What follows belongs to an exercise in optimizing a design on an open flow for small area, a short achievable clock period and few clock cycles; a production flow would make more cautious choices. In this exercise RTL edits were held to simulation tests only and were not proved equivalent to the original. Power is estimated from default activity; no workload was simulated.

**design/flow/run.sh**
```bash
#!/bin/bash
# synth_recipe.tcl (not shown) runs the flow's synth.tcl, then flattens the netlist and writes it again
# the make line also repeats each setting of config.mk as NAME=value (left out here)
make -C /OpenROAD-flow-scripts/flow DESIGN_CONFIG=/design/flow/config.mk WORK_HOME=/design/flow/orfs CLKGATE_MAP_FILE= SYNTH_SCRIPT=/design/flow/synth_recipe.tcl finish
```
**design/flow/config.mk**
```make
export PLATFORM = sky130hd
export DESIGN_NAME = top_top_module
export DESIGN_NICKNAME = top_top_module
export VERILOG_FILES = /design/flow/design.v
export SDC_FILE = /design/flow/constraint.sdc
export NUM_CORES = 4
export LEC_CHECK = 0
export CAP_MARGIN = 50
export CORE_MARGIN = 2
export CORE_UTILIZATION = 50
export SLEW_MARGIN = 80
```
**design/flow/constraint.sdc**
```tcl
create_clock -name core_clock -period 15.0 [get_ports {clk}]
set_input_delay 3.0000 -clock core_clock [delete_from_list [all_inputs] [get_ports {clk}]]
set_output_delay 3.0000 -clock core_clock [all_outputs]
set_load 0.01 [all_outputs]
```
**design/flow/design.v**
```verilog
module fadd15 (
    input  logic [14:0] a,
    input  logic [14:0] b,
    input  logic        ci,
    output logic [14:0] s
);
  logic [15:0] g, p;
  logic [15:0] gg [0:4];
  logic [15:0] pp [0:4];
  assign g = {a & b, ci};
  assign p = {a ^ b, 1'b0};
  always_comb begin
    gg[0] = g;
    pp[0] = p;
    for (int l = 0; l < 4; l++) begin
      gg[l+1] = gg[l];
      pp[l+1] = pp[l];
      for (int i = 0; i < 16; i++) begin
        if ((i >> l) & 1) begin
          gg[l+1][i] = gg[l][i] | (pp[l][i] & gg[l][((i >> l) << l) - 1]);
          pp[l+1][i] = pp[l][i] & pp[l][((i >> l) << l) - 1];
        end
      end
    end
  end
  assign s = p[15:1] ^ gg[4][14:0];
endmodule
module mont_mul (
    input  logic        clk,
    input  logic [12:0] X,
    input  logic [12:0] Y,
    input  logic        sub,
    input  logic [12:0] B,
    output logic [12:0] res
);
  logic [14:0] sum_c, dif_c, dcs, dcc;
  logic [13:0] a_r;
  logic [12:0] b_r;
  logic [26:0] ps_c, pc_c, ps_r, pc_r;
  assign dcs = {2'b0, X} ^ {2'b0, ~Y} ^ 15'd15874;
  assign dcc = {(({2'b0, X} & {2'b0, ~Y}) | ({2'b0, X} & 15'd15874) | ({2'b0, ~Y} & 15'd15874)), 1'b0};
  fadd15 u_sum (.a({2'b0, X}), .b({2'b0, Y}), .ci(1'b0), .s(sum_c));
  fadd15 u_dif (.a(dcs), .b(dcc), .ci(1'b0), .s(dif_c));
  mul_cs u_mul (.a(a_r), .b(b_r), .ps(ps_c), .pc(pc_c));
  always_ff @(posedge clk) begin
    a_r  <= sub ? dif_c[13:0] : sum_c[13:0];
    b_r  <= B;
    ps_r <= ps_c;
    pc_r <= pc_c;
  end
  logic [14:0] lo;
  logic [12:0] l, n;
  logic [4:0]  s4;
  logic        c13, cp;
  fadd15 u_lo (.a({2'b0, ps_r[12:0]}), .b({2'b0, pc_r[12:0]}), .ci(1'b0), .s(lo));
  assign l   = lo[12:0];
  assign c13 = lo[13];
  assign s4  = {1'b0, l[12:9]} + {1'b0, l[3:0]};
  assign n   = {s4[3:0], l[8:0]};
  assign cp  = s4[4];
  logic [14:0] o1, o2, o3, o4, s1, k1, s2, k2, s2_r, k2_r;
  logic        c13_r;
  assign o1 = {1'b0, ps_r[26:13]};
  assign o2 = {1'b0, pc_r[26:13]};
  assign o3 = ~{2'b0, n};
  assign o4 = {6'b0, n[12:4]};
  assign s1 = o1 ^ o2 ^ o3;
  assign k1 = {((o1 & o2) | (o1 & o3) | (o2 & o3)), 1'b0};
  assign s2 = s1 ^ k1 ^ o4;
  assign k2 = {((s1 & k1) | (s1 & o4) | (k1 & o4)), cp};
  always_ff @(posedge clk) begin
    s2_r  <= s2;
    k2_r  <= k2;
    c13_r <= c13;
  end
  logic [14:0] t0, t1, t2;
  logic [14:0] u0, v0, u1, v1, u2, v2;
  assign u0 = s2_r ^ k2_r ^ 15'd7682;
  assign v0 = {((s2_r & k2_r) | (s2_r & 15'd7682) | (k2_r & 15'd7682)), 1'b0};
  assign u1 = s2_r ^ k2_r ^ 15'd1;
  assign v1 = {((s2_r & k2_r) | (s2_r & 15'd1) | (k2_r & 15'd1)), 1'b0};
  assign u2 = s2_r ^ k2_r ^ 15'd25088;
  assign v2 = {((s2_r & k2_r) | (s2_r & 15'd25088) | (k2_r & 15'd25088)), 1'b0};
  fadd15 u_t0 (.a(u0), .b(v0), .ci(c13_r), .s(t0));
  fadd15 u_t1 (.a(u1), .b(v1), .ci(c13_r), .s(t1));
  fadd15 u_t2 (.a(u2), .b(v2), .ci(c13_r), .s(t2));
  assign res = !t2[14] ? t2[12:0] : (!t1[14] ? t1[12:0] : t0[12:0]);
endmodule
module mul_cs (input logic [13:0] a, input logic [12:0] b,
    output logic [26:0] ps, output logic [26:0] pc);
  wire w1 = (a[0] & b[9]) ^ (a[1] & b[8]);
  wire w2 = (a[0] & b[9]) & (a[1] & b[8]);
  wire w3 = (a[0] & b[10]) ^ (a[1] & b[9]) ^ (a[2] & b[8]);
  wire w4 = ((a[0] & b[10]) & (a[1] & b[9])) | ((a[0] & b[10]) & (a[2] & b[8])) | ((a[1] & b[9]) & (a[2] & b[8]));
  wire w5 = (a[3] & b[7]) ^ (a[4] & b[6]);
  wire w6 = (a[3] & b[7]) & (a[4] & b[6]);
  wire w7 = (a[0] & b[11]) ^ (a[1] & b[10]) ^ (a[2] & b[9]);
  wire w8 = ((a[0] & b[11]) & (a[1] & b[10])) | ((a[0] & b[11]) & (a[2] & b[9])) | ((a[1] & b[10]) & (a[2] & b[9]));
  wire w9 = (a[3] & b[8]) ^ (a[4] & b[7]) ^ (a[5] & b[6]);
  wire w10 = ((a[3] & b[8]) & (a[4] & b[7])) | ((a[3] & b[8]) & (a[5] & b[6])) | ((a[4] & b[7]) & (a[5] & b[6]));
  wire w11 = (a[6] & b[5]) ^ (a[7] & b[4]);
  wire w12 = (a[6] & b[5]) & (a[7] & b[4]);
  wire w13 = (a[0] & b[12]) ^ (a[1] & b[11]) ^ (a[2] & b[10]);
  wire w14 = ((a[0] & b[12]) & (a[1] & b[11])) | ((a[0] & b[12]) & (a[2] & b[10])) | ((a[1] & b[11]) & (a[2] & b[10]));
  wire w15 = (a[3] & b[9]) ^ (a[4] & b[8]) ^ (a[5] & b[7]);
  wire w16 = ((a[3] & b[9]) & (a[4] & b[8])) | ((a[3] & b[9]) & (a[5] & b[7])) | ((a[4] & b[8]) & (a[5] & b[7]));
  wire w17 = (a[6] & b[6]) ^ (a[7] & b[5]) ^ (a[8] & b[4]);
  wire w18 = ((a[6] & b[6]) & (a[7] & b[5])) | ((a[6] & b[6]) & (a[8] & b[4])) | ((a[7] & b[5]) & (a[8] & b[4]));
  wire w19 = (a[9] & b[3]) ^ (a[10] & b[2]);
  wire w20 = (a[9] & b[3]) & (a[10] & b[2]);
  wire w21 = (a[1] & b[12]) ^ (a[2] & b[11]) ^ (a[3] & b[10]);
  wire w22 = ((a[1] & b[12]) & (a[2] & b[11])) | ((a[1] & b[12]) & (a[3] & b[10])) | ((a[2] & b[11]) & (a[3] & b[10]));
  wire w23 = (a[4] & b[9]) ^ (a[5] & b[8]) ^ (a[6] & b[7]);
  wire w24 = ((a[4] & b[9]) & (a[5] & b[8])) | ((a[4] & b[9]) & (a[6] & b[7])) | ((a[5] & b[8]) & (a[6] & b[7]));
  wire w25 = (a[7] & b[6]) ^ (a[8] & b[5]) ^ (a[9] & b[4]);
  wire w26 = ((a[7] & b[6]) & (a[8] & b[5])) | ((a[7] & b[6]) & (a[9] & b[4])) | ((a[8] & b[5]) & (a[9] & b[4]));
  wire w27 = (a[10] & b[3]) ^ (a[11] & b[2]) ^ (a[12] & b[1]);
  wire w28 = ((a[10] & b[3]) & (a[11] & b[2])) | ((a[10] & b[3]) & (a[12] & b[1])) | ((a[11] & b[2]) & (a[12] & b[1]));
  wire w29 = (a[2] & b[12]) ^ (a[3] & b[11]) ^ (a[4] & b[10]);
  wire w30 = ((a[2] & b[12]) & (a[3] & b[11])) | ((a[2] & b[12]) & (a[4] & b[10])) | ((a[3] & b[11]) & (a[4] & b[10]));
  wire w31 = (a[5] & b[9]) ^ (a[6] & b[8]) ^ (a[7] & b[7]);
  wire w32 = ((a[5] & b[9]) & (a[6] & b[8])) | ((a[5] & b[9]) & (a[7] & b[7])) | ((a[6] & b[8]) & (a[7] & b[7]));
  wire w33 = (a[8] & b[6]) ^ (a[9] & b[5]) ^ (a[10] & b[4]);
  wire w34 = ((a[8] & b[6]) & (a[9] & b[5])) | ((a[8] & b[6]) & (a[10] & b[4])) | ((a[9] & b[5]) & (a[10] & b[4]));
  wire w35 = (a[11] & b[3]) ^ (a[12] & b[2]);
  wire w36 = (a[11] & b[3]) & (a[12] & b[2]);
  wire w37 = (a[3] & b[12]) ^ (a[4] & b[11]) ^ (a[5] & b[10]);
  wire w38 = ((a[3] & b[12]) & (a[4] & b[11])) | ((a[3] & b[12]) & (a[5] & b[10])) | ((a[4] & b[11]) & (a[5] & b[10]));
  wire w39 = (a[6] & b[9]) ^ (a[7] & b[8]) ^ (a[8] & b[7]);
  wire w40 = ((a[6] & b[9]) & (a[7] & b[8])) | ((a[6] & b[9]) & (a[8] & b[7])) | ((a[7] & b[8]) & (a[8] & b[7]));
  wire w41 = (a[9] & b[6]) ^ (a[10] & b[5]) ^ (a[11] & b[4]);
  wire w42 = ((a[9] & b[6]) & (a[10] & b[5])) | ((a[9] & b[6]) & (a[11] & b[4])) | ((a[10] & b[5]) & (a[11] & b[4]));
  wire w43 = (a[4] & b[12]) ^ (a[5] & b[11]) ^ (a[6] & b[10]);
  wire w44 = ((a[4] & b[12]) & (a[5] & b[11])) | ((a[4] & b[12]) & (a[6] & b[10])) | ((a[5] & b[11]) & (a[6] & b[10]));
  wire w45 = (a[7] & b[9]) ^ (a[8] & b[8]) ^ (a[9] & b[7]);
  wire w46 = ((a[7] & b[9]) & (a[8] & b[8])) | ((a[7] & b[9]) & (a[9] & b[7])) | ((a[8] & b[8]) & (a[9] & b[7]));
  wire w47 = (a[5] & b[12]) ^ (a[6] & b[11]) ^ (a[7] & b[10]);
  wire w48 = ((a[5] & b[12]) & (a[6] & b[11])) | ((a[5] & b[12]) & (a[7] & b[10])) | ((a[6] & b[11]) & (a[7] & b[10]));
  wire w49 = (a[0] & b[6]) ^ (a[1] & b[5]);
  wire w50 = (a[0] & b[6]) & (a[1] & b[5]);
  wire w51 = (a[0] & b[7]) ^ (a[1] & b[6]) ^ (a[2] & b[5]);
  wire w52 = ((a[0] & b[7]) & (a[1] & b[6])) | ((a[0] & b[7]) & (a[2] & b[5])) | ((a[1] & b[6]) & (a[2] & b[5]));
  wire w53 = (a[3] & b[4]) ^ (a[4] & b[3]);
  wire w54 = (a[3] & b[4]) & (a[4] & b[3]);
  wire w55 = (a[0] & b[8]) ^ (a[1] & b[7]) ^ (a[2] & b[6]);
  wire w56 = ((a[0] & b[8]) & (a[1] & b[7])) | ((a[0] & b[8]) & (a[2] & b[6])) | ((a[1] & b[7]) & (a[2] & b[6]));
  wire w57 = (a[3] & b[5]) ^ (a[4] & b[4]) ^ (a[5] & b[3]);
  wire w58 = ((a[3] & b[5]) & (a[4] & b[4])) | ((a[3] & b[5]) & (a[5] & b[3])) | ((a[4] & b[4]) & (a[5] & b[3]));
  wire w59 = (a[6] & b[2]) ^ (a[7] & b[1]);
  wire w60 = (a[6] & b[2]) & (a[7] & b[1]);
  wire w61 = (w1) ^ (a[2] & b[7]) ^ (a[3] & b[6]);
  wire w62 = ((w1) & (a[2] & b[7])) | ((w1) & (a[3] & b[6])) | ((a[2] & b[7]) & (a[3] & b[6]));
  wire w63 = (a[4] & b[5]) ^ (a[5] & b[4]) ^ (a[6] & b[3]);
  wire w64 = ((a[4] & b[5]) & (a[5] & b[4])) | ((a[4] & b[5]) & (a[6] & b[3])) | ((a[5] & b[4]) & (a[6] & b[3]));
  wire w65 = (a[7] & b[2]) ^ (a[8] & b[1]) ^ (a[9] & b[0]);
  wire w66 = ((a[7] & b[2]) & (a[8] & b[1])) | ((a[7] & b[2]) & (a[9] & b[0])) | ((a[8] & b[1]) & (a[9] & b[0]));
  wire w67 = (w3) ^ (w5) ^ (a[5] & b[5]);
  wire w68 = ((w3) & (w5)) | ((w3) & (a[5] & b[5])) | ((w5) & (a[5] & b[5]));
  wire w69 = (a[6] & b[4]) ^ (a[7] & b[3]) ^ (a[8] & b[2]);
  wire w70 = ((a[6] & b[4]) & (a[7] & b[3])) | ((a[6] & b[4]) & (a[8] & b[2])) | ((a[7] & b[3]) & (a[8] & b[2]));
  wire w71 = (a[9] & b[1]) ^ (a[10] & b[0]) ^ (w2);
  wire w72 = ((a[9] & b[1]) & (a[10] & b[0])) | ((a[9] & b[1]) & (w2)) | ((a[10] & b[0]) & (w2));
  wire w73 = (w7) ^ (w9) ^ (w11);
  wire w74 = ((w7) & (w9)) | ((w7) & (w11)) | ((w9) & (w11));
  wire w75 = (a[8] & b[3]) ^ (a[9] & b[2]) ^ (a[10] & b[1]);
  wire w76 = ((a[8] & b[3]) & (a[9] & b[2])) | ((a[8] & b[3]) & (a[10] & b[1])) | ((a[9] & b[2]) & (a[10] & b[1]));
  wire w77 = (a[11] & b[0]) ^ (w4) ^ (w6);
  wire w78 = ((a[11] & b[0]) & (w4)) | ((a[11] & b[0]) & (w6)) | ((w4) & (w6));
  wire w79 = (w13) ^ (w15) ^ (w17);
  wire w80 = ((w13) & (w15)) | ((w13) & (w17)) | ((w15) & (w17));
  wire w81 = (w19) ^ (a[11] & b[1]) ^ (a[12] & b[0]);
  wire w82 = ((w19) & (a[11] & b[1])) | ((w19) & (a[12] & b[0])) | ((a[11] & b[1]) & (a[12] & b[0]));
  wire w83 = (w8) ^ (w10) ^ (w12);
  wire w84 = ((w8) & (w10)) | ((w8) & (w12)) | ((w10) & (w12));
  wire w85 = (w21) ^ (w23) ^ (w25);
  wire w86 = ((w21) & (w23)) | ((w21) & (w25)) | ((w23) & (w25));
  wire w87 = (w27) ^ (a[13] & b[0]) ^ (w14);
  wire w88 = ((w27) & (a[13] & b[0])) | ((w27) & (w14)) | ((a[13] & b[0]) & (w14));
  wire w89 = (w16) ^ (w18) ^ (w20);
  wire w90 = ((w16) & (w18)) | ((w16) & (w20)) | ((w18) & (w20));
  wire w91 = (w29) ^ (w31) ^ (w33);
  wire w92 = ((w29) & (w31)) | ((w29) & (w33)) | ((w31) & (w33));
  wire w93 = (w35) ^ (a[13] & b[1]) ^ (w22);
  wire w94 = ((w35) & (a[13] & b[1])) | ((w35) & (w22)) | ((a[13] & b[1]) & (w22));
  wire w95 = (w24) ^ (w26) ^ (w28);
  wire w96 = ((w24) & (w26)) | ((w24) & (w28)) | ((w26) & (w28));
  wire w97 = (w37) ^ (w39) ^ (w41);
  wire w98 = ((w37) & (w39)) | ((w37) & (w41)) | ((w39) & (w41));
  wire w99 = (a[12] & b[3]) ^ (a[13] & b[2]) ^ (w30);
  wire w100 = ((a[12] & b[3]) & (a[13] & b[2])) | ((a[12] & b[3]) & (w30)) | ((a[13] & b[2]) & (w30));
  wire w101 = (w32) ^ (w34) ^ (w36);
  wire w102 = ((w32) & (w34)) | ((w32) & (w36)) | ((w34) & (w36));
  wire w103 = (w43) ^ (w45) ^ (a[10] & b[6]);
  wire w104 = ((w43) & (w45)) | ((w43) & (a[10] & b[6])) | ((w45) & (a[10] & b[6]));
  wire w105 = (a[11] & b[5]) ^ (a[12] & b[4]) ^ (a[13] & b[3]);
  wire w106 = ((a[11] & b[5]) & (a[12] & b[4])) | ((a[11] & b[5]) & (a[13] & b[3])) | ((a[12] & b[4]) & (a[13] & b[3]));
  wire w107 = (w38) ^ (w40) ^ (w42);
  wire w108 = ((w38) & (w40)) | ((w38) & (w42)) | ((w40) & (w42));
  wire w109 = (w47) ^ (a[8] & b[9]) ^ (a[9] & b[8]);
  wire w110 = ((w47) & (a[8] & b[9])) | ((w47) & (a[9] & b[8])) | ((a[8] & b[9]) & (a[9] & b[8]));
  wire w111 = (a[10] & b[7]) ^ (a[11] & b[6]) ^ (a[12] & b[5]);
  wire w112 = ((a[10] & b[7]) & (a[11] & b[6])) | ((a[10] & b[7]) & (a[12] & b[5])) | ((a[11] & b[6]) & (a[12] & b[5]));
  wire w113 = (a[13] & b[4]) ^ (w44) ^ (w46);
  wire w114 = ((a[13] & b[4]) & (w44)) | ((a[13] & b[4]) & (w46)) | ((w44) & (w46));
  wire w115 = (a[6] & b[12]) ^ (a[7] & b[11]) ^ (a[8] & b[10]);
  wire w116 = ((a[6] & b[12]) & (a[7] & b[11])) | ((a[6] & b[12]) & (a[8] & b[10])) | ((a[7] & b[11]) & (a[8] & b[10]));
  wire w117 = (a[9] & b[9]) ^ (a[10] & b[8]) ^ (a[11] & b[7]);
  wire w118 = ((a[9] & b[9]) & (a[10] & b[8])) | ((a[9] & b[9]) & (a[11] & b[7])) | ((a[10] & b[8]) & (a[11] & b[7]));
  wire w119 = (a[12] & b[6]) ^ (a[13] & b[5]) ^ (w48);
  wire w120 = ((a[12] & b[6]) & (a[13] & b[5])) | ((a[12] & b[6]) & (w48)) | ((a[13] & b[5]) & (w48));
  wire w121 = (a[7] & b[12]) ^ (a[8] & b[11]) ^ (a[9] & b[10]);
  wire w122 = ((a[7] & b[12]) & (a[8] & b[11])) | ((a[7] & b[12]) & (a[9] & b[10])) | ((a[8] & b[11]) & (a[9] & b[10]));
  wire w123 = (a[10] & b[9]) ^ (a[11] & b[8]) ^ (a[12] & b[7]);
  wire w124 = ((a[10] & b[9]) & (a[11] & b[8])) | ((a[10] & b[9]) & (a[12] & b[7])) | ((a[11] & b[8]) & (a[12] & b[7]));
  wire w125 = (a[8] & b[12]) ^ (a[9] & b[11]) ^ (a[10] & b[10]);
  wire w126 = ((a[8] & b[12]) & (a[9] & b[11])) | ((a[8] & b[12]) & (a[10] & b[10])) | ((a[9] & b[11]) & (a[10] & b[10]));
  wire w127 = (a[0] & b[4]) ^ (a[1] & b[3]);
  wire w128 = (a[0] & b[4]) & (a[1] & b[3]);
  wire w129 = (a[0] & b[5]) ^ (a[1] & b[4]) ^ (a[2] & b[3]);
  wire w130 = ((a[0] & b[5]) & (a[1] & b[4])) | ((a[0] & b[5]) & (a[2] & b[3])) | ((a[1] & b[4]) & (a[2] & b[3]));
  wire w131 = (a[3] & b[2]) ^ (a[4] & b[1]);
  wire w132 = (a[3] & b[2]) & (a[4] & b[1]);
  wire w133 = (w49) ^ (a[2] & b[4]) ^ (a[3] & b[3]);
  wire w134 = ((w49) & (a[2] & b[4])) | ((w49) & (a[3] & b[3])) | ((a[2] & b[4]) & (a[3] & b[3]));
  wire w135 = (a[4] & b[2]) ^ (a[5] & b[1]) ^ (a[6] & b[0]);
  wire w136 = ((a[4] & b[2]) & (a[5] & b[1])) | ((a[4] & b[2]) & (a[6] & b[0])) | ((a[5] & b[1]) & (a[6] & b[0]));
  wire w137 = (w51) ^ (w53) ^ (a[5] & b[2]);
  wire w138 = ((w51) & (w53)) | ((w51) & (a[5] & b[2])) | ((w53) & (a[5] & b[2]));
  wire w139 = (a[6] & b[1]) ^ (a[7] & b[0]) ^ (w50);
  wire w140 = ((a[6] & b[1]) & (a[7] & b[0])) | ((a[6] & b[1]) & (w50)) | ((a[7] & b[0]) & (w50));
  wire w141 = (w55) ^ (w57) ^ (w59);
  wire w142 = ((w55) & (w57)) | ((w55) & (w59)) | ((w57) & (w59));
  wire w143 = (a[8] & b[0]) ^ (w52) ^ (w54);
  wire w144 = ((a[8] & b[0]) & (w52)) | ((a[8] & b[0]) & (w54)) | ((w52) & (w54));
  wire w145 = (w61) ^ (w63) ^ (w65);
  wire w146 = ((w61) & (w63)) | ((w61) & (w65)) | ((w63) & (w65));
  wire w147 = (w56) ^ (w58) ^ (w60);
  wire w148 = ((w56) & (w58)) | ((w56) & (w60)) | ((w58) & (w60));
  wire w149 = (w67) ^ (w69) ^ (w71);
  wire w150 = ((w67) & (w69)) | ((w67) & (w71)) | ((w69) & (w71));
  wire w151 = (w62) ^ (w64) ^ (w66);
  wire w152 = ((w62) & (w64)) | ((w62) & (w66)) | ((w64) & (w66));
  wire w153 = (w73) ^ (w75) ^ (w77);
  wire w154 = ((w73) & (w75)) | ((w73) & (w77)) | ((w75) & (w77));
  wire w155 = (w68) ^ (w70) ^ (w72);
  wire w156 = ((w68) & (w70)) | ((w68) & (w72)) | ((w70) & (w72));
  wire w157 = (w79) ^ (w81) ^ (w83);
  wire w158 = ((w79) & (w81)) | ((w79) & (w83)) | ((w81) & (w83));
  wire w159 = (w74) ^ (w76) ^ (w78);
  wire w160 = ((w74) & (w76)) | ((w74) & (w78)) | ((w76) & (w78));
  wire w161 = (w85) ^ (w87) ^ (w89);
  wire w162 = ((w85) & (w87)) | ((w85) & (w89)) | ((w87) & (w89));
  wire w163 = (w80) ^ (w82) ^ (w84);
  wire w164 = ((w80) & (w82)) | ((w80) & (w84)) | ((w82) & (w84));
  wire w165 = (w91) ^ (w93) ^ (w95);
  wire w166 = ((w91) & (w93)) | ((w91) & (w95)) | ((w93) & (w95));
  wire w167 = (w86) ^ (w88) ^ (w90);
  wire w168 = ((w86) & (w88)) | ((w86) & (w90)) | ((w88) & (w90));
  wire w169 = (w97) ^ (w99) ^ (w101);
  wire w170 = ((w97) & (w99)) | ((w97) & (w101)) | ((w99) & (w101));
  wire w171 = (w92) ^ (w94) ^ (w96);
  wire w172 = ((w92) & (w94)) | ((w92) & (w96)) | ((w94) & (w96));
  wire w173 = (w103) ^ (w105) ^ (w107);
  wire w174 = ((w103) & (w105)) | ((w103) & (w107)) | ((w105) & (w107));
  wire w175 = (w98) ^ (w100) ^ (w102);
  wire w176 = ((w98) & (w100)) | ((w98) & (w102)) | ((w100) & (w102));
  wire w177 = (w109) ^ (w111) ^ (w113);
  wire w178 = ((w109) & (w111)) | ((w109) & (w113)) | ((w111) & (w113));
  wire w179 = (w104) ^ (w106) ^ (w108);
  wire w180 = ((w104) & (w106)) | ((w104) & (w108)) | ((w106) & (w108));
  wire w181 = (w115) ^ (w117) ^ (w119);
  wire w182 = ((w115) & (w117)) | ((w115) & (w119)) | ((w117) & (w119));
  wire w183 = (w110) ^ (w112) ^ (w114);
  wire w184 = ((w110) & (w112)) | ((w110) & (w114)) | ((w112) & (w114));
  wire w185 = (w121) ^ (w123) ^ (a[13] & b[6]);
  wire w186 = ((w121) & (w123)) | ((w121) & (a[13] & b[6])) | ((w123) & (a[13] & b[6]));
  wire w187 = (w116) ^ (w118) ^ (w120);
  wire w188 = ((w116) & (w118)) | ((w116) & (w120)) | ((w118) & (w120));
  wire w189 = (w125) ^ (a[11] & b[9]) ^ (a[12] & b[8]);
  wire w190 = ((w125) & (a[11] & b[9])) | ((w125) & (a[12] & b[8])) | ((a[11] & b[9]) & (a[12] & b[8]));
  wire w191 = (a[13] & b[7]) ^ (w122) ^ (w124);
  wire w192 = ((a[13] & b[7]) & (w122)) | ((a[13] & b[7]) & (w124)) | ((w122) & (w124));
  wire w193 = (a[9] & b[12]) ^ (a[10] & b[11]) ^ (a[11] & b[10]);
  wire w194 = ((a[9] & b[12]) & (a[10] & b[11])) | ((a[9] & b[12]) & (a[11] & b[10])) | ((a[10] & b[11]) & (a[11] & b[10]));
  wire w195 = (a[12] & b[9]) ^ (a[13] & b[8]) ^ (w126);
  wire w196 = ((a[12] & b[9]) & (a[13] & b[8])) | ((a[12] & b[9]) & (w126)) | ((a[13] & b[8]) & (w126));
  wire w197 = (a[10] & b[12]) ^ (a[11] & b[11]) ^ (a[12] & b[10]);
  wire w198 = ((a[10] & b[12]) & (a[11] & b[11])) | ((a[10] & b[12]) & (a[12] & b[10])) | ((a[11] & b[11]) & (a[12] & b[10]));
  wire w199 = (a[0] & b[3]) ^ (a[1] & b[2]);
  wire w200 = (a[0] & b[3]) & (a[1] & b[2]);
  wire w201 = (w127) ^ (a[2] & b[2]) ^ (a[3] & b[1]);
  wire w202 = ((w127) & (a[2] & b[2])) | ((w127) & (a[3] & b[1])) | ((a[2] & b[2]) & (a[3] & b[1]));
  wire w203 = (w129) ^ (w131) ^ (a[5] & b[0]);
  wire w204 = ((w129) & (w131)) | ((w129) & (a[5] & b[0])) | ((w131) & (a[5] & b[0]));
  wire w205 = (w133) ^ (w135) ^ (w130);
  wire w206 = ((w133) & (w135)) | ((w133) & (w130)) | ((w135) & (w130));
  wire w207 = (w137) ^ (w139) ^ (w134);
  wire w208 = ((w137) & (w139)) | ((w137) & (w134)) | ((w139) & (w134));
  wire w209 = (w141) ^ (w143) ^ (w138);
  wire w210 = ((w141) & (w143)) | ((w141) & (w138)) | ((w143) & (w138));
  wire w211 = (w145) ^ (w147) ^ (w142);
  wire w212 = ((w145) & (w147)) | ((w145) & (w142)) | ((w147) & (w142));
  wire w213 = (w149) ^ (w151) ^ (w146);
  wire w214 = ((w149) & (w151)) | ((w149) & (w146)) | ((w151) & (w146));
  wire w215 = (w153) ^ (w155) ^ (w150);
  wire w216 = ((w153) & (w155)) | ((w153) & (w150)) | ((w155) & (w150));
  wire w217 = (w157) ^ (w159) ^ (w154);
  wire w218 = ((w157) & (w159)) | ((w157) & (w154)) | ((w159) & (w154));
  wire w219 = (w161) ^ (w163) ^ (w158);
  wire w220 = ((w161) & (w163)) | ((w161) & (w158)) | ((w163) & (w158));
  wire w221 = (w165) ^ (w167) ^ (w162);
  wire w222 = ((w165) & (w167)) | ((w165) & (w162)) | ((w167) & (w162));
  wire w223 = (w169) ^ (w171) ^ (w166);
  wire w224 = ((w169) & (w171)) | ((w169) & (w166)) | ((w171) & (w166));
  wire w225 = (w173) ^ (w175) ^ (w170);
  wire w226 = ((w173) & (w175)) | ((w173) & (w170)) | ((w175) & (w170));
  wire w227 = (w177) ^ (w179) ^ (w174);
  wire w228 = ((w177) & (w179)) | ((w177) & (w174)) | ((w179) & (w174));
  wire w229 = (w181) ^ (w183) ^ (w178);
  wire w230 = ((w181) & (w183)) | ((w181) & (w178)) | ((w183) & (w178));
  wire w231 = (w185) ^ (w187) ^ (w182);
  wire w232 = ((w185) & (w187)) | ((w185) & (w182)) | ((w187) & (w182));
  wire w233 = (w189) ^ (w191) ^ (w186);
  wire w234 = ((w189) & (w191)) | ((w189) & (w186)) | ((w191) & (w186));
  wire w235 = (w193) ^ (w195) ^ (w190);
  wire w236 = ((w193) & (w195)) | ((w193) & (w190)) | ((w195) & (w190));
  wire w237 = (w197) ^ (a[13] & b[9]) ^ (w194);
  wire w238 = ((w197) & (a[13] & b[9])) | ((w197) & (w194)) | ((a[13] & b[9]) & (w194));
  wire w239 = (a[11] & b[12]) ^ (a[12] & b[11]) ^ (a[13] & b[10]);
  wire w240 = ((a[11] & b[12]) & (a[12] & b[11])) | ((a[11] & b[12]) & (a[13] & b[10])) | ((a[12] & b[11]) & (a[13] & b[10]));
  wire w241 = (a[0] & b[2]) ^ (a[1] & b[1]);
  wire w242 = (a[0] & b[2]) & (a[1] & b[1]);
  wire w243 = (w199) ^ (a[2] & b[1]) ^ (a[3] & b[0]);
  wire w244 = ((w199) & (a[2] & b[1])) | ((w199) & (a[3] & b[0])) | ((a[2] & b[1]) & (a[3] & b[0]));
  wire w245 = (w201) ^ (a[4] & b[0]) ^ (w200);
  wire w246 = ((w201) & (a[4] & b[0])) | ((w201) & (w200)) | ((a[4] & b[0]) & (w200));
  wire w247 = (w203) ^ (w128) ^ (w202);
  wire w248 = ((w203) & (w128)) | ((w203) & (w202)) | ((w128) & (w202));
  wire w249 = (w205) ^ (w132) ^ (w204);
  wire w250 = ((w205) & (w132)) | ((w205) & (w204)) | ((w132) & (w204));
  wire w251 = (w207) ^ (w136) ^ (w206);
  wire w252 = ((w207) & (w136)) | ((w207) & (w206)) | ((w136) & (w206));
  wire w253 = (w209) ^ (w140) ^ (w208);
  wire w254 = ((w209) & (w140)) | ((w209) & (w208)) | ((w140) & (w208));
  wire w255 = (w211) ^ (w144) ^ (w210);
  wire w256 = ((w211) & (w144)) | ((w211) & (w210)) | ((w144) & (w210));
  wire w257 = (w213) ^ (w148) ^ (w212);
  wire w258 = ((w213) & (w148)) | ((w213) & (w212)) | ((w148) & (w212));
  wire w259 = (w215) ^ (w152) ^ (w214);
  wire w260 = ((w215) & (w152)) | ((w215) & (w214)) | ((w152) & (w214));
  wire w261 = (w217) ^ (w156) ^ (w216);
  wire w262 = ((w217) & (w156)) | ((w217) & (w216)) | ((w156) & (w216));
  wire w263 = (w219) ^ (w160) ^ (w218);
  wire w264 = ((w219) & (w160)) | ((w219) & (w218)) | ((w160) & (w218));
  wire w265 = (w221) ^ (w164) ^ (w220);
  wire w266 = ((w221) & (w164)) | ((w221) & (w220)) | ((w164) & (w220));
  wire w267 = (w223) ^ (w168) ^ (w222);
  wire w268 = ((w223) & (w168)) | ((w223) & (w222)) | ((w168) & (w222));
  wire w269 = (w225) ^ (w172) ^ (w224);
  wire w270 = ((w225) & (w172)) | ((w225) & (w224)) | ((w172) & (w224));
  wire w271 = (w227) ^ (w176) ^ (w226);
  wire w272 = ((w227) & (w176)) | ((w227) & (w226)) | ((w176) & (w226));
  wire w273 = (w229) ^ (w180) ^ (w228);
  wire w274 = ((w229) & (w180)) | ((w229) & (w228)) | ((w180) & (w228));
  wire w275 = (w231) ^ (w184) ^ (w230);
  wire w276 = ((w231) & (w184)) | ((w231) & (w230)) | ((w184) & (w230));
  wire w277 = (w233) ^ (w188) ^ (w232);
  wire w278 = ((w233) & (w188)) | ((w233) & (w232)) | ((w188) & (w232));
  wire w279 = (w235) ^ (w192) ^ (w234);
  wire w280 = ((w235) & (w192)) | ((w235) & (w234)) | ((w192) & (w234));
  wire w281 = (w237) ^ (w196) ^ (w236);
  wire w282 = ((w237) & (w196)) | ((w237) & (w236)) | ((w196) & (w236));
  wire w283 = (w239) ^ (w198) ^ (w238);
  wire w284 = ((w239) & (w198)) | ((w239) & (w238)) | ((w198) & (w238));
  wire w285 = (a[12] & b[12]) ^ (a[13] & b[11]) ^ (w240);
  wire w286 = ((a[12] & b[12]) & (a[13] & b[11])) | ((a[12] & b[12]) & (w240)) | ((a[13] & b[11]) & (w240));
  assign ps = {1'b0, a[13] & b[12], w285, w283, w281, w279, w277, w275, w273, w271, w269, w267, w265, w263, w261, w259, w257, w255, w253, w251, w249, w247, w245, w243, w241, a[0] & b[1], a[0] & b[0]};
  assign pc = {1'b0, w286, w284, w282, w280, w278, w276, w274, w272, w270, w268, w266, w264, w262, w260, w258, w256, w254, w252, w250, w248, w246, w244, w242, a[2] & b[0], a[1] & b[0], 1'b0};
endmodule
module modas (
    input  logic [12:0] a,
    input  logic [12:0] b,
    input  logic        sub,
    output logic [12:0] r
);
  logic [14:0] aa, bb, k, cs, cc, r1, r2;
  assign aa = {2'b0, a};
  assign bb = {2'b0, b} ^ {15{sub}};
  assign k  = sub ? 15'd7681 : 15'd25087;       
  assign cs = aa ^ bb ^ k;
  assign cc = {((aa & bb) | (aa & k) | (bb & k)), sub};
  fadd15 u_r1 (.a(aa), .b(bb), .ci(sub), .s(r1));
  fadd15 u_r2 (.a(cs), .b({cc[14:1], 1'b0}), .ci(cc[0]), .s(r2));
  assign r = sub ? (r1[14] ? r2[12:0] : r1[12:0]) : (r2[14] ? r1[12:0] : r2[12:0]);
endmodule
module top_top_module #(parameter W = 32, radix = 16, NUM_stages = $clog2(radix) - 1)
(
    input  logic clk,
    input  logic rst,
    input  logic start,
    input  logic [W-1:0] incoming_data,
    input  logic [NUM_stages:0] write_en_array,
    input  logic [(NUM_stages+1)*W-1:0] write_data_array,
    input  logic [(NUM_stages+1)*$clog2(radix/2)-1:0] write_addr_array,
    output logic [W-1:0] final_result,
    output logic done,
    output logic valid,
    output logic [NUM_stages:0] full_ram
);
  localparam logic [12:0] KCONST = 13'd4470;    
  logic [12:0] tw0 [0:7];
  logic [12:0] tw1 [0:3];
  logic [12:0] tw2 [0:1];
  logic [12:0] tw3;
  logic [7:0]  wf0;
  logic [3:0]  wf1;
  logic [1:0]  wf2;
  logic        wf3;
  logic [7:0]  dec0;
  logic [3:0]  dec1;
  logic [1:0]  dec2;
  always_comb begin
    for (int i = 0; i < 8; i++) dec0[i] = write_en_array[0] && write_addr_array[2:0] == i;
    for (int i = 0; i < 4; i++) dec1[i] = write_en_array[1] && write_addr_array[4:3] == i;
    for (int i = 0; i < 2; i++) dec2[i] = write_en_array[2] && write_addr_array[6] == i;
  end
  always_ff @(posedge clk) begin
    for (int i = 0; i < 8; i++) if (dec0[i]) tw0[i] <= write_data_array[12:0];
    for (int i = 0; i < 4; i++) if (dec1[i]) tw1[i] <= write_data_array[44:32];
    for (int i = 0; i < 2; i++) if (dec2[i]) tw2[i] <= write_data_array[76:64];
    if (write_en_array[3]) tw3 <= write_data_array[108:96];
  end
  always_ff @(posedge clk) begin
    if (rst) begin
      wf0 <= '0; wf1 <= '0; wf2 <= '0; wf3 <= 1'b0;
      full_ram <= '0;
    end else begin
      wf0 <= wf0 | dec0;
      wf1 <= wf1 | dec1;
      wf2 <= wf2 | dec2;
      wf3 <= wf3 | write_en_array[3];
      full_ram <= {wf3 | write_en_array[3], &(wf2 | dec2), &(wf1 | dec1), &(wf0 | dec0)};
    end
  end
  logic [5:0] cnt, cn;
  always_ff @(posedge clk) begin
    if (rst) cnt <= '0;
    else if (start && cnt != 6'd40) cnt <= cnt + 6'd1;
  end
  assign cn = cnt + 6'd1;       
  always_ff @(posedge clk) begin
    if (rst) begin
      valid <= 1'b0;
      done  <= 1'b0;
    end else begin
      valid <= cnt >= 6'd20 && cnt <= 6'd35;
      done  <= cnt >= 6'd36;
    end
  end
  logic [12:0] xr;              
  logic [12:0] dl [0:8];        
  always_ff @(posedge clk) begin
    xr <= incoming_data[12:0];
    dl[0] <= xr;
    for (int k = 1; k < 9; k++) dl[k] <= dl[k-1];
  end
  logic        xin_en, first2, first4, uvsub, epsub;
  logic        din_en, firstd, fusub;
  logic [5:0]  nn, jj;
  assign nn = cnt;              
  assign jj = cnt - 6'd12;      
  always_ff @(posedge clk) begin
    xin_en <= cn <= 6'd16;
    first2 <= cn <= 6'd2;
    first4 <= cn <= 6'd4;
    uvsub  <= nn[1];            
    epsub  <= nn[2];            
    din_en <= cn >= 6'd13 && cn <= 6'd20;
    firstd <= cn <= 6'd14;
    fusub  <= jj[1];            
  end
  logic [12:0] xin;
  assign xin = xin_en ? xr : 13'd0;
  logic [12:0] eo0, eo1, uv0, uv1;
  logic [12:0] ep [0:3];
  logic [12:0] eo_n, uv_n, ep_n;
  modas u_eo   (.a(first2 ? 13'd0 : eo1), .b(xin), .sub(1'b0), .r(eo_n));
  modas u_uv   (.a(first2 ? 13'd0 : uv1), .b(xin), .sub(uvsub), .r(uv_n));
  modas u_ep   (.a(first4 ? 13'd0 : ep[3]), .b(xin), .sub(epsub), .r(ep_n));
  always_ff @(posedge clk) begin
    eo0 <= eo_n;
    eo1 <= eo0;
    uv0 <= uv_n;
    uv1 <= uv0;
    ep[0] <= ep_n;
    for (int k = 1; k < 4; k++) ep[k] <= ep[k-1];
  end
  logic [12:0] x1, y1, b1, x2, y2, b2;
  logic        s1, s2;
  logic [12:0] m1, m2;          
  logic [12:0] r1, r2;          
  mont_mul mm1 (.clk(clk), .X(x1), .Y(y1), .sub(s1), .B(b1), .res(m1));
  mont_mul mm2 (.clk(clk), .X(x2), .Y(y2), .sub(s2), .B(b2), .res(m2));
  logic [12:0] dd [0:5];        
  logic [12:0] ee [0:4];        
  logic [12:0] g0, g1, g2, g3;  
  logic [12:0] p0, p1, p2, p3, p4, p5, p6, p7;  
  logic [12:0] fe0, fe1, fu0, fu1;              
  always_ff @(posedge clk) begin
    r1 <= m1;
    r2 <= m2;
    dd[0] <= r1;
    for (int k = 1; k < 6; k++) dd[k] <= dd[k-1];
    ee[0] <= r2;
    for (int k = 1; k < 5; k++) ee[k] <= ee[k-1];
  end
  logic [12:0] din, fe_n, fu_n;
  assign din = din_en ? r1 : 13'd0;
  modas u_fe (.a(firstd ? 13'd0 : fe1), .b(din), .sub(1'b0), .r(fe_n));
  modas u_fu (.a(firstd ? 13'd0 : fu1), .b(din), .sub(fusub), .r(fu_n));
  always_ff @(posedge clk) begin
    fe0 <= fe_n;
    fe1 <= fe0;
    fu0 <= fu_n;
    fu1 <= fu0;
  end
  always_ff @(posedge clk) begin
    case (cnt)
      6'd3:  g0 <= m1;           
      6'd7:  g2 <= m1;           
      6'd8:  g3 <= m1;           
      6'd22: g0 <= m1;           
      6'd24: g2 <= m1;           
      default: ;
    endcase
    case (cnt)
      6'd7:  g1 <= m2;           
      6'd22: g1 <= m2;           
      6'd24: g3 <= m2;           
      default: ;
    endcase
    if (cnt == 6'd9)  p7 <= m1;                   
    if (cnt == 6'd11) p2 <= m1;                   
    if (cnt == 6'd8)  p6 <= m2;                   
    if (cnt == 6'd11) p0 <= m2;                   
    if (cnt == 6'd12) p1 <= m2;                   
    if (cnt == 6'd13) p3 <= m2;                   
    if (cnt == 6'd14) p4 <= m2;                   
    if (cnt == 6'd3 || cnt == 6'd15) p5 <= m2;    
  end
  logic [10:0] x1_sel;
  always_ff @(posedge clk) begin
    x1_sel[0] <= cn == 6'd1;    
    x1_sel[1] <= cn == 6'd4 || cn == 6'd5 || cn == 6'd6 || cn == 6'd28 || cn == 6'd30;    
    x1_sel[2] <= cn == 6'd8;    
    x1_sel[3] <= cn == 6'd9 || cn == 6'd10 || cn == 6'd11 || cn == 6'd12 || cn == 6'd13 || cn == 6'd14 || cn == 6'd15 || cn == 6'd16;    
    x1_sel[4] <= cn == 6'd17;    
    x1_sel[5] <= cn == 6'd18;    
    x1_sel[6] <= cn == 6'd19 || cn == 6'd21;    
    x1_sel[7] <= cn == 6'd20;    
    x1_sel[8] <= cn == 6'd22;    
    x1_sel[9] <= cn == 6'd24;    
    x1_sel[10] <= cn == 6'd26;    
  end
  assign x1 = ({13{x1_sel[0]}} & KCONST) | ({13{x1_sel[1]}} & g0) | ({13{x1_sel[2]}} & g2) | ({13{x1_sel[3]}} & dl[7]) | ({13{x1_sel[4]}} & eo1) | ({13{x1_sel[5]}} & uv0) | ({13{x1_sel[6]}} & dd[5]) | ({13{x1_sel[7]}} & ee[2]) | ({13{x1_sel[8]}} & ee[4]) | ({13{x1_sel[9]}} & fe0) | ({13{x1_sel[10]}} & fu0);
  logic [5:0] y1_sel;
  always_ff @(posedge clk) begin
    y1_sel[0] <= cn == 6'd9 || cn == 6'd10 || cn == 6'd11 || cn == 6'd12 || cn == 6'd13 || cn == 6'd14 || cn == 6'd15 || cn == 6'd16;    
    y1_sel[1] <= cn == 6'd17;    
    y1_sel[2] <= cn == 6'd19 || cn == 6'd21;    
    y1_sel[3] <= cn == 6'd20;    
    y1_sel[4] <= cn == 6'd22;    
    y1_sel[5] <= cn == 6'd28 || cn == 6'd30;    
  end
  assign y1 = ({13{y1_sel[0]}} & xr) | ({13{y1_sel[1]}} & eo0) | ({13{y1_sel[2]}} & dd[1]) | ({13{y1_sel[3]}} & ee[0]) | ({13{y1_sel[4]}} & ee[2]) | ({13{y1_sel[5]}} & g2);
  logic [16:0] b1_sel;
  always_ff @(posedge clk) begin
    b1_sel[0] <= cn == 6'd1;    
    b1_sel[1] <= cn == 6'd4 || cn == 6'd9;    
    b1_sel[2] <= cn == 6'd5 || cn == 6'd19;    
    b1_sel[3] <= cn == 6'd6;    
    b1_sel[4] <= cn == 6'd8;    
    b1_sel[5] <= cn == 6'd10;    
    b1_sel[6] <= cn == 6'd11;    
    b1_sel[7] <= cn == 6'd12;    
    b1_sel[8] <= cn == 6'd13;    
    b1_sel[9] <= cn == 6'd14;    
    b1_sel[10] <= cn == 6'd15;    
    b1_sel[11] <= cn == 6'd16;    
    b1_sel[12] <= cn == 6'd17 || cn == 6'd18;    
    b1_sel[13] <= cn == 6'd20 || cn == 6'd22;    
    b1_sel[14] <= cn == 6'd21;    
    b1_sel[15] <= cn == 6'd24 || cn == 6'd26;    
    b1_sel[16] <= cn == 6'd28 || cn == 6'd30;    
  end
  assign b1 = ({13{b1_sel[0]}} & tw3) | ({13{b1_sel[1]}} & tw0[0]) | ({13{b1_sel[2]}} & tw1[0]) | ({13{b1_sel[3]}} & tw2[1]) | ({13{b1_sel[4]}} & tw2[0]) | ({13{b1_sel[5]}} & tw0[1]) | ({13{b1_sel[6]}} & tw0[2]) | ({13{b1_sel[7]}} & tw0[3]) | ({13{b1_sel[8]}} & tw0[4]) | ({13{b1_sel[9]}} & tw0[5]) | ({13{b1_sel[10]}} & tw0[6]) | ({13{b1_sel[11]}} & tw0[7]) | ({13{b1_sel[12]}} & p0) | ({13{b1_sel[13]}} & p2) | ({13{b1_sel[14]}} & tw1[2]) | ({13{b1_sel[15]}} & p4) | ({13{b1_sel[16]}} & p6);
  always_ff @(posedge clk) s1 <= cn == 6'd9 || cn == 6'd10 || cn == 6'd11 || cn == 6'd12 || cn == 6'd13 || cn == 6'd14 || cn == 6'd15 || cn == 6'd16 || cn == 6'd19 || cn == 6'd21 || cn == 6'd22 || cn == 6'd30;
  logic [12:0] x2_sel;
  always_ff @(posedge clk) begin
    x2_sel[0] <= cn == 6'd1;    
    x2_sel[1] <= cn == 6'd4 || cn == 6'd5;    
    x2_sel[2] <= cn == 6'd8 || cn == 6'd9 || cn == 6'd28 || cn == 6'd30;    
    x2_sel[3] <= cn == 6'd10;    
    x2_sel[4] <= cn == 6'd11 || cn == 6'd12;    
    x2_sel[5] <= cn == 6'd13 || cn == 6'd14 || cn == 6'd15 || cn == 6'd16;    
    x2_sel[6] <= cn == 6'd17;    
    x2_sel[7] <= cn == 6'd18;    
    x2_sel[8] <= cn == 6'd19 || cn == 6'd21;    
    x2_sel[9] <= cn == 6'd20;    
    x2_sel[10] <= cn == 6'd22;    
    x2_sel[11] <= cn == 6'd24;    
    x2_sel[12] <= cn == 6'd26;    
  end
  assign x2 = ({13{x2_sel[0]}} & tw0[0]) | ({13{x2_sel[1]}} & g0) | ({13{x2_sel[2]}} & g1) | ({13{x2_sel[3]}} & g2) | ({13{x2_sel[4]}} & g3) | ({13{x2_sel[5]}} & ep[3]) | ({13{x2_sel[6]}} & eo1) | ({13{x2_sel[7]}} & uv1) | ({13{x2_sel[8]}} & dd[4]) | ({13{x2_sel[9]}} & ee[1]) | ({13{x2_sel[10]}} & ee[3]) | ({13{x2_sel[11]}} & fe1) | ({13{x2_sel[12]}} & fu1);
  logic [5:0] y2_sel;
  always_ff @(posedge clk) begin
    y2_sel[0] <= cn == 6'd13 || cn == 6'd14 || cn == 6'd15 || cn == 6'd16;    
    y2_sel[1] <= cn == 6'd17;    
    y2_sel[2] <= cn == 6'd19 || cn == 6'd21;    
    y2_sel[3] <= cn == 6'd20;    
    y2_sel[4] <= cn == 6'd22;    
    y2_sel[5] <= cn == 6'd28 || cn == 6'd30;    
  end
  assign y2 = ({13{y2_sel[0]}} & xr) | ({13{y2_sel[1]}} & eo0) | ({13{y2_sel[2]}} & dd[0]) | ({13{y2_sel[3]}} & r2) | ({13{y2_sel[4]}} & ee[1]) | ({13{y2_sel[5]}} & g3);
  logic [13:0] b2_sel;
  always_ff @(posedge clk) begin
    b2_sel[0] <= cn == 6'd1 || cn == 6'd13;    
    b2_sel[1] <= cn == 6'd4 || cn == 6'd26;    
    b2_sel[2] <= cn == 6'd5 || cn == 6'd8 || cn == 6'd11;    
    b2_sel[3] <= cn == 6'd9 || cn == 6'd10 || cn == 6'd12;    
    b2_sel[4] <= cn == 6'd14 || cn == 6'd19;    
    b2_sel[5] <= cn == 6'd15;    
    b2_sel[6] <= cn == 6'd16 || cn == 6'd21;    
    b2_sel[7] <= cn == 6'd17;    
    b2_sel[8] <= cn == 6'd18;    
    b2_sel[9] <= cn == 6'd20;    
    b2_sel[10] <= cn == 6'd22;    
    b2_sel[11] <= cn == 6'd24;    
    b2_sel[12] <= cn == 6'd28;    
    b2_sel[13] <= cn == 6'd30;    
  end
  assign b2 = ({13{b2_sel[0]}} & tw1[0]) | ({13{b2_sel[1]}} & p5) | ({13{b2_sel[2]}} & tw2[0]) | ({13{b2_sel[3]}} & tw2[1]) | ({13{b2_sel[4]}} & tw1[1]) | ({13{b2_sel[5]}} & tw1[2]) | ({13{b2_sel[6]}} & tw1[3]) | ({13{b2_sel[7]}} & p0) | ({13{b2_sel[8]}} & p1) | ({13{b2_sel[9]}} & p2) | ({13{b2_sel[10]}} & p3) | ({13{b2_sel[11]}} & p4) | ({13{b2_sel[12]}} & p6) | ({13{b2_sel[13]}} & p7);
  always_ff @(posedge clk) s2 <= cn == 6'd13 || cn == 6'd14 || cn == 6'd15 || cn == 6'd16 || cn == 6'd17 || cn == 6'd19 || cn == 6'd21 || cn == 6'd22 || cn == 6'd30;
  logic [12:0] yout, hold, ysum, ydif;
  modas u_ysum (.a(r1), .b(r2), .sub(1'b0), .r(ysum));
  modas u_ydif (.a(r1), .b(r2), .sub(1'b1), .r(ydif));
  always_ff @(posedge clk) begin
    if (cnt == 6'd20)      yout <= m1;       
    else if (!cnt[0])      yout <= ysum;     
    else                   yout <= hold;     
    hold <= (cnt == 6'd20) ? m2 : ydif;
  end
  assign final_result = {19'd0, yout};
endmodule
```
==> reports/results.tsv, run 1 <==
metric	value	unit
end_kind	register	
synth_area_leader_cell	dfxtp_1	
post-route-util	0.588	
yosysMostFrequentCell	dfxtp_1	
holdBufCountCts	0	
hp-class	register to register	
gp_congestion	0.959	
syn-mean-instance-area	11.0	sq um
switchingPower	6520	uW
p_per_area	223	nW/um^2
cp_max_fo	25	
core_area	116000	sq um
pre_cts_slack	9710	ps
cts-buffers-inserted	112	
antenna_found_initial	10	
yosys_warnings	12	
timing.setup.tns	0	ps
ys.flop_type	dfxtp_1	
r2r_end	uv0[1]	
synth-edff-count	351	
grt_pass1_wl	260	mm
synth_common_cells	dfxtp_1 (757), inv_1 (650), ha_1 (433)	
p_comb_frac	0.504	
clkPwrFrac	0.184	
drive_gt1_frac	0.141	
synth_seq_cells	1108	
netlist_instances	5300	
grt_pass1_vias	41000	
drt_pass1_iterations	6	
tritoncts	built	
cp_common_cell	buf_2	
die_x	346	um
drcViolationCount	0	
die_area	119000	sq um
drv_cap	0	
power_frac_seq	0.313	
drt-vias-per-instance	5.69	
maxSlewViolCount	0	
power.leakage	0.0294	uW
yosysSeqAreaShare	0.441	
post-cts-setup-buffers	0	
fin_crit_sh	0.352	
dp_hpwl	129	mm
yosysTopAreaCellShare	0.260	
yosysUniqueCellTypes	81	
via_count	40700	
path_class	register to register	
max_freq	0.189	GHz
setup_ws	9710	ps
finalPower	15200	uW
grt.total_usage	0.291	
wl_per_cell	24.3	um
root_buffer	clkbuf_16	
path_cells	buf_6 > buf_6 > buf_8 > buf_12 > xnor2_1 > ha_1 > xnor2_1 > ha_1 > a21o_1 > a21o_1 > a2111o_1 > a31o_2 > a31oi_2 > o21bai_2 > and3_1 > o21ai_1 > a22oi_2 > buf_2 > buf_2 > buf_2 > buf_1 > buf_2 > mux2i_1	
postRouteAntennaNets	0	
cts_resized	0	
p_sw_frac	0.430	
synth_top_cells_by_area	dfxtp_1 (26%), edfxtp_1 (18%), fa_1 (13%)	
fin_hold_ws	287	ps
critPathMaxStageDelay	460	ps
outcome	finished clean	
cts_max_level	3	
r2r_slack	9710	ps
setup_viol	0	
syn_to_final_growth	16.8	%
rows	125	
ff2ff_path_depth	23	
io_buffers	96	
hp-start	ep[0][0]	
intPower	8650	uW
async_flop_share	0	
hold_path_depth	0	
skew	64.8	ps
clk_latency	740	ps
clkTransAtPathRegs	60	ps
die_h	346	um
overflow	0	
crit_required	15560	ps
fin_nets	6532	
initial_core_util	0.503	
hold_violations	0	
rsz0062_at_grt	no	
start_kind	register	
period_minus_slack	5290	ps
cts_buffer_depth	3	
grt_max_degree	30	
peakVddDrop	0.000215	V
hold_end	ep[1][0]	
io_pins	217	
initialDrtViolationCount	4203	
wirelength	174	mm
synth_area	58300	sq um
rr_startpoint	fusub	
slowest_stage	a2111o_1	
arrival	5850	ps
cts.sinks	1108	
sequential cells by signal, indices dropped and copies added (netlist names), 15 cells and up:
register / flops
tw2: 26
tw0: 104
mm2.k2_r: 15
ee: 65
mm1.k2_r: 15
dl: 104
mm1.ps_r: 26
mm2.ps_r: 26
dd: 78
tw1: 52
mm2.pc_r: 25
ep: 52
mm1.pc_r: 25
worst max path at each step:
stage	slack, ps	end	from
4_1_cts	9650	uv0[1]	fusub
2_1_floorplan	10140	full_ram[0]	write_addr_array[1]
3_5_place_dp	9710	uv0[2]	fusub
6_report	9710	uv0[1]	fusub
5_1_grt	9520	uv0[1]	fusub
3_3_place_gp	9600	mm2.a_r[13]	x1_sel[4]
cell families (layout without fill, tap and decap cells):
family,Yosys count,in the layout,share of synthesized area
flip-flops,1108,1108,0.441
AO/OA/AOI/OAI,922,922,0.112
adder cells (fa/ha/maj),826,826,0.227
buffers and inverters,875,1184,0.0580
XOR/XNOR,271,271,0.0407
other,1,21,0.0000643
multiplexers,88,88,0.0156
AND/OR/NAND/NOR,1209,1209,0.106
power groups by stage:
| stage | Clock, uW | Sequential, uW | Combinational (uW) |
|---|---|---|---|
| 2_1_floorplan | 0 | 4500 | 4100 |
| 3_3_place_gp | 0 | 4790 | 6380 |
| 3_5_place_dp | 0 | 4790 | 7360 |
| 4_1_cts | 2820 | 4740 | 7450 |
| 5_1_grt | 2950 | 4790 | 8390 |
| 6_report | 2790 | 4740 | 7640 |
routing by layer:
| layer | wire, um | global-route usage | vias to the layer above | share of wire |
|---|---|---|---|---|
| met5 | 12 | 0 | - | 0.000069 |
| met4 | 8710 | 0.132 | 2 | 0.050 |
| met3 | 15200 | 0.0522 | 401 | 0.088 |
| met2 | 76700 | 0.446 | 1830 | 0.44 |
| met1 | 73100 | 0.402 | 20100 | 0.42 |
| li1 | - | - | 18400 | - |
layout by cell type, fill, tap and decap left out, types with 88 or more instances in the layout:
master / count
dfxtp_1: 642
inv_1: 632
ha_1: 423
fa_1: 391
edfxtp_1: 351
nand2_1: 324
and2_1: 319
a22oi_1: 259
nor2_1: 175
xnor2_1: 153
a21oi_1: 117
clkbuf_16: 113
clkdlybuf4s50_1: 98
dfxtp_4: 88
metrics by stage:
stage,instance area (sq um),cells
3_3_place_gp,60900,6780
3_5_place_dp,63800,6914
2_1_floorplan,58400,5318
5_1_grt,68100,7151
6_report,68100,7153
4_1_cts,67500,7126
layout make-up:
class                   count  area (sq um)
diodes                      2          5.00
clock buffers             157          3060
clock inverters            55           597
fillers                  9654         47800
inverters                 651          2440
multi-input cells        3335         31100
flip-flops and latches   1108         26100
well taps                1524          1910
repair buffers            321          2940
critical path, delay by kind of cell (launching register included):
kind / cells / cell delay [ps]
mux: 1 / 120
xor+xnor: 2 / 370
fa+ha+maj: 2 / 550
flops: 1 / 420
simple gates: 1 / 220
compound gates: 8 / 1840
buf+inv: 9 / 1590
Testbench counts, summed over its fixed seeds: cycles 7,104.
==> run 2: changes to the inputs <==
--- a/design/flow/config.mk
+++ b/design/flow/config.mk
@@ -6,6 +6,6 @@
 export NUM_CORES = 4
 export LEC_CHECK = 0
-export CAP_MARGIN = 50
+export CAP_MARGIN = 20
 export CORE_MARGIN = 2
-export CORE_UTILIZATION = 50
-export SLEW_MARGIN = 80
+export CORE_UTILIZATION = 70
+export SLEW_MARGIN = 20
==> reports/results.tsv, run 2 <==
metric	value	unit
outcome	finished clean	
synth_common_cells	dfxtp_1 (757), inv_1 (650), ha_1 (433)	
ff2ff_path_depth	14	
yosysSeqAreaShare	0.441	
cts_buffer_depth	3	
synth-edff-count	351	
grt.total_usage	0.386	
syn-mean-instance-area	11.0	sq um
p_per_area	222	nW/um^2
cp_max_fo	13	
grt_max_degree	54	
async_flop_share	0	
yosysMostFrequentCell	dfxtp_1	
drv_cap	0	
start_kind	register	
synth_top_cells_by_area	dfxtp_1 (26%), edfxtp_1 (18%), fa_1 (13%)	
r2r_slack	9900	ps
final_common_cell	dfxtp_1	
synth_area_leader_cell	dfxtp_1	
setup.worst_path.start	din_en	
rsz0062_at_grt	no	
max_freq	0.196	GHz
die_h	293	um
gp_congestion	0.990	
end_kind	register	
finalPower	14300	uW
relSlewSlack	0.155	
clk_latency	700	ps
drt-vias-per-instance	6.27	
crit_required	15600	ps
dp_hpwl	119	mm
synth_area	58300	sq um
placed_cells	6316	
syn_to_final_growth	9.84	%
arrival	5690	ps
via_count	40900	
maxSlewViolCount	0	
grt_pass1_vias	40800	
post-route-util	0.779	
hold_violations	0	
path_class	register to register	
ys.flop_type	dfxtp_1	
cts_resized	0	
cts.sinks	1108	
stdcell_count	6525	
wirelength	165	mm
cts_max_level	3	
drive_gt1_frac	0.0574	
timing.setup.tns	0	ps
yosysTopAreaCellShare	0.260	
overflow	0	
initialDrtViolationCount	4443	
drcViolationCount	0	
final_cell_mix	dfxtp_1 (749), inv_1 (650), ha_1 (433), fa_1 (391), edfxtp_1 (351)	
cts-buffers-inserted	109	
hold_end	ep[3][1]	
postRouteAntennaNets	0	
root_buffer	clkbuf_16	
r2r_end	fu0[12]	
io_buffers	96	
die_area	85700	sq um
io_pins	217	
grt_pass1_wl	246	mm
tritoncts	built	
hold_path_depth	0	
rows	105	
hp-class	register to register	
hp-start	ep[2][1]	
yosys_warnings	12	
clkTransAtPathRegs	70	ps
power.leakage	0.0281	uW
worst_pin_slew	1260	ps
peakVddDrop	0.000306	V
rr_startpoint	din_en	
wl_per_cell	25.3	um
skew	51.9	ps
netlist_instances	5300	
synth_seq_cells	1108	
core_area	82200	sq um
initial_core_util	0.709	
period_minus_slack	5100	ps
post-cts-setup-buffers	0	
yosysUniqueCellTypes	81	
antenna_found_initial	11	
fin_crit_sh	0.340	
die_x	293	um
reg_top3	dl (104), tw0 (104), dd (78)	
setup_viol	0	
fin_nets	6362	
holdBufCountCts	0	
drt_pass1_iterations	9	
==> run 2: cell type report <==
| cell class | instances | area (sq um) |
|---|---|---|
| Timing Repair Buffer | 154 | 1410 |
| Sequential cell | 1108 | 25700 |
| Fill cell | 5346 | 18200 |
| Clock buffer | 147 | 3130 |
| Multi-Input combinational cell | 3335 | 29400 |
| Inverter | 651 | 2440 |
| Antenna cell | 4 | 10.0 |
| Tap cell | 1070 | 1340 |
| Clock inverter | 56 | 608 |
==> run 2: routing by layer <==
metal,GRT usage,up-vias,routed length [um]
li1,-,18100,-
met1,0.495,19800,61500
met2,0.596,2391,73300
met5,0,-,75
met3,0.103,617,19000
met4,0.217,12,11000
==> run 2: worst max path at each step <==
stage                        endpoint  slack (ps)  cells past startpoint
final                         fu0[12]        9900                     14
after global routing          uv0[11]        9610                     15
after global placement    full_ram[0]        9690                      7
after CTS                      uv0[0]        9970                     15
after floorplan           full_ram[0]       10140                      6
after detailed placement  full_ram[0]        9620                      7
==> run 2: cell families (layout without fill, tap and decap cells) <==
family | Yosys count | in the layout | synth area share
adders and majority gates | 826 | 826 | 0.227
xor gates and xnor gates | 271 | 271 | 0.0407
buffers and inverters | 875 | 1008 | 0.0580
and+or+nand+nor | 1209 | 1209 | 0.106
DFF | 1108 | 1108 | 0.441
AOI/OAI and AO/OA | 922 | 922 | 0.112
muxes | 88 | 88 | 0.0156
other | 1 | 23 | 0.0000643
==> run 2: power by group <==
| part | switching [uW] | total [uW] | internal (uW) |
|---|---|---|---|
| logic | 4360 | 6690 | 2330 |
| registers | 520 | 4740 | 4220 |
| clock network | 1220 | 2820 | 1600 |
==> run 2: critical path: stages, from the launching register on <==
cell and delay, ps:
dfxtp_1 780, nand2_1 390, xnor2_1 310, ha_1 300
xnor2_1 160, ha_1 310, a21o_1 110, a21o_1 180
a21o_1 170, a31oi_1 170, o21ai_0 510, o21a_1 260
and3_1 190, o21a_1 720, mux2_2 410
==> run 2: per-stage QoR <==
| step | hold slack, ps | cell area (sq um) | worst slack (ps) |
|---|---|---|---|
| final | 321 | 64100 | 9900 |
| after global routing | 325 | 64100 | 9610 |
| after CTS | 319 | 64000 | 9970 |
| after detailed placement | 312 | 60300 | 9620 |
| after global placement | 310 | 60300 | 9690 |
| after floorplan | 310 | 58400 | 10140 |
==> run 3: changes to the inputs <==
--- a/design/flow/config.mk
+++ b/design/flow/config.mk
@@ -8,4 +8,4 @@
 export CAP_MARGIN = 20
 export CORE_MARGIN = 2
-export CORE_UTILIZATION = 70
+export CORE_UTILIZATION = 40
 export SLEW_MARGIN = 20
==> reports/results.tsv, run 3 <==
metric	value	unit
outcome	finished clean	
grt.total_usage	0.234	
hp-class	register to register	
gp_congestion	0.895	
path_cells	buf_4 > a22oi_1 > and4_1 > nand4_1 > ha_1 > ha_1 > inv_1 > fa_1 > nor2b_1 > o21ai_0 > a21oi_1 > o21ai_0 > a21boi_0 > o21a_1 > o31a_1 > o41ai_1 > xor2_1 > a211oi_1	
io_pins	217	
setup_viol	0	
final_common_cell	dfxtp_1	
fin_nets	6379	
max_freq	0.188	GHz
yosysTopAreaCellShare	0.260	
synth_common_cells	dfxtp_1 (757), inv_1 (650), ha_1 (433)	
critPathMaxStageDelay	980	ps
reg_top3	dl (104), tw0 (104), dd (78)	
cts_buffer_depth	3	
crit_required	15590	ps
cts_resized	0	
drcViolationCount	0	
yosys_warnings	12	
yosysSeqAreaShare	0.441	
dp_hpwl	126	mm
holdBufCountCts	0	
synth_top_cells_by_area	dfxtp_1 (26%), edfxtp_1 (18%), fa_1 (13%)	
synth-edff-count	351	
ff2ff_path_depth	18	
final_cell_mix	dfxtp_1 (748), inv_1 (650), ha_1 (433), fa_1 (391), edfxtp_1 (351)	
peakVddDrop	0.000213	V
worst_pin_slew	1190	ps
hold_violations	0	
cts-buffers-inserted	117	
die_area	149000	sq um
via_count	39900	
tritoncts	built	
grt_max_degree	53	
drive_gt1_frac	0.0615	
grt_pass1_vias	39700	
timing.setup.tns	0	ps
initial_core_util	0.402	
synth_seq_cells	1108	
root_buffer	clkbuf_16	
clkTransAtPathRegs	70	ps
end_kind	register	
place_area	61400	sq um
clk_latency	760	ps
drv_cap	0	
p_per_area	223	nW/um^2
yosysUniqueCellTypes	81	
fillers	13300	
start_kind	register	
relSlewSlack	0.203	
post-cts-setup-buffers	0	
overflow	0	
grt_pass1_wl	257	mm
rsz0062_at_grt	no	
fin_hold_ws	311	ps
fin_crit_sh	0.354	
skew	39.2	ps
wl_per_cell	23.5	um
multiInputGateArea	29400	sq um
power.leakage	0.0283	uW
synth_area	58300	sq um
wirelength	174	mm
path_class	register to register	
antenna_found_initial	14	
syn_to_final_growth	12.5	%
cp_max_fo	14	
cts.sinks	1108	
maxSlewViolCount	0	
syn-mean-instance-area	11.0	sq um
arrival	5910	ps
synth_area_leader_cell	dfxtp_1	
r2r_slack	9690	ps
ys.flop_type	dfxtp_1	
yosysMostFrequentCell	dfxtp_1	
io_buffers	96	
cts_max_level	3	
postRouteAntennaNets	0	
fin_area	65600	sq um
finalPower	14600	uW
async_flop_share	0	
rows	140	
slowest_stage	dfxtp_1	
netlist_instances	5300	
core_area	145000	sq um
regArea	25700	sq um
die_x	386	um
period_minus_slack	5310	ps
die_h	386	um
initialDrtViolationCount	4038	
drt_pass1_iterations	6	
drt-vias-per-instance	5.40	
hold_path_depth	0	
## run 3: metal layers
metal / wire length, um / vias to the layer above / share of wire / global-route usage
met2: 79400 / 1677 / 0.46 / 0.372
met3: 14200 / 374 / 0.081 / 0.0405
li1: - / 18100 / - / -
met4: 9010 / 8 / 0.052 / 0.115
met1: 71300 / 19800 / 0.41 / 0.308
met5: 54 / - / 0.00031 / 0
## run 3: worst paths after layout
check,end,start
worst max-delay path,mm1.a_r[13],x1_sel[2]
worst min-delay path,dd[3][4],dd[2][4]
worst max register to register,mm1.a_r[13],x1_sel[2]
worst min register to register,dd[3][4],dd[2][4]
## run 3: metrics by stage
| step | setup slack, ps | cells | util |
|---|---|---|---|
| global route | 9450 | 7395 | 0.452 |
| floorplan | 10140 | 5318 | - |
| detailed placement | 9540 | 7170 | 0.423 |
| CTS | 9800 | 7391 | 0.451 |
| finish | 9690 | 7397 | 0.452 |
| global placement | 9560 | 7170 | 0.423 |
## run 3: cell type report
type                            count  share of cell area
Clock inverter                     66              0.0132
Inverter                          651              0.0373
Antenna cell                        2           0.0000763
Timing Repair Buffer              163              0.0227
Clock buffer                      155              0.0497
Multi-Input combinational cell   3335               0.449
Sequential cell                  1108               0.392
Tap cell                         1917              0.0366
## run 3: cells by family (layout without fill, tap and decap cells)
kind of cell               Yosys count  in the layout  share of synthesized area
adders and majority gates          826            826                      0.227
and+or+nand+nor                   1209           1209                      0.106
DFF                               1108           1108                      0.441
other                                1             21                  0.0000643
AOI/OAI and AO/OA                  922            922                      0.112
buffers and inverters              875           1035                     0.0580
xor gates and xnor gates           271            271                     0.0407
muxes                               88             88                     0.0156
## run 3: critical path, delay by kind of cell, from the launching register on
family	cells	cell delay, ps
compound gates	9	2350
xor+xnor	1	120
fa+ha+maj	3	700
buf+inv	2	520
flops	1	980
simple gates	3	440
## run 3: power breakdown
part	switching, uW	internal [uW]	leakage, uW
Clock	1280	1820	0.00201
Sequential	542	4230	0.00952
Combinational	4440	2310	0.0168

re-timing with driven ports:
The flow's constraints put no driver on any port. The routed layouts listed below were extracted and timed again, unchanged, in two steps.
Step 1 sets driving cells, clkbuf_16 on the clock port and buf_2 on the other inputs (assumed; they add their load-dependent delay and slew).
Step 2 adds t to the input delays and takes it off the output delays; t is the mean of the earliest and latest rising clock arrival at the registers after step 1. Input paths then give back, and output paths get back, about the clock's delay inside the block.
Three values: no drivers, after step 1, after step 2; two values: the first two.
run	t, ns	setup slack, ns	slew at the worst register clock pin (ns)
run 1	0.790	9.713 / 9.713 / 9.713	0.07 / 0.07
run 2	0.749	9.905 / 9.905 / 9.567	0.07 / 0.07
run 3	0.829	9.686 / 9.686 / 9.686	0.07 / 0.07
After both steps setup and hold are still met in every run listed. For run 2, which loses most, drivers alone change the setup slack by 0.000 ns; drivers and shift together by -0.338 ns.
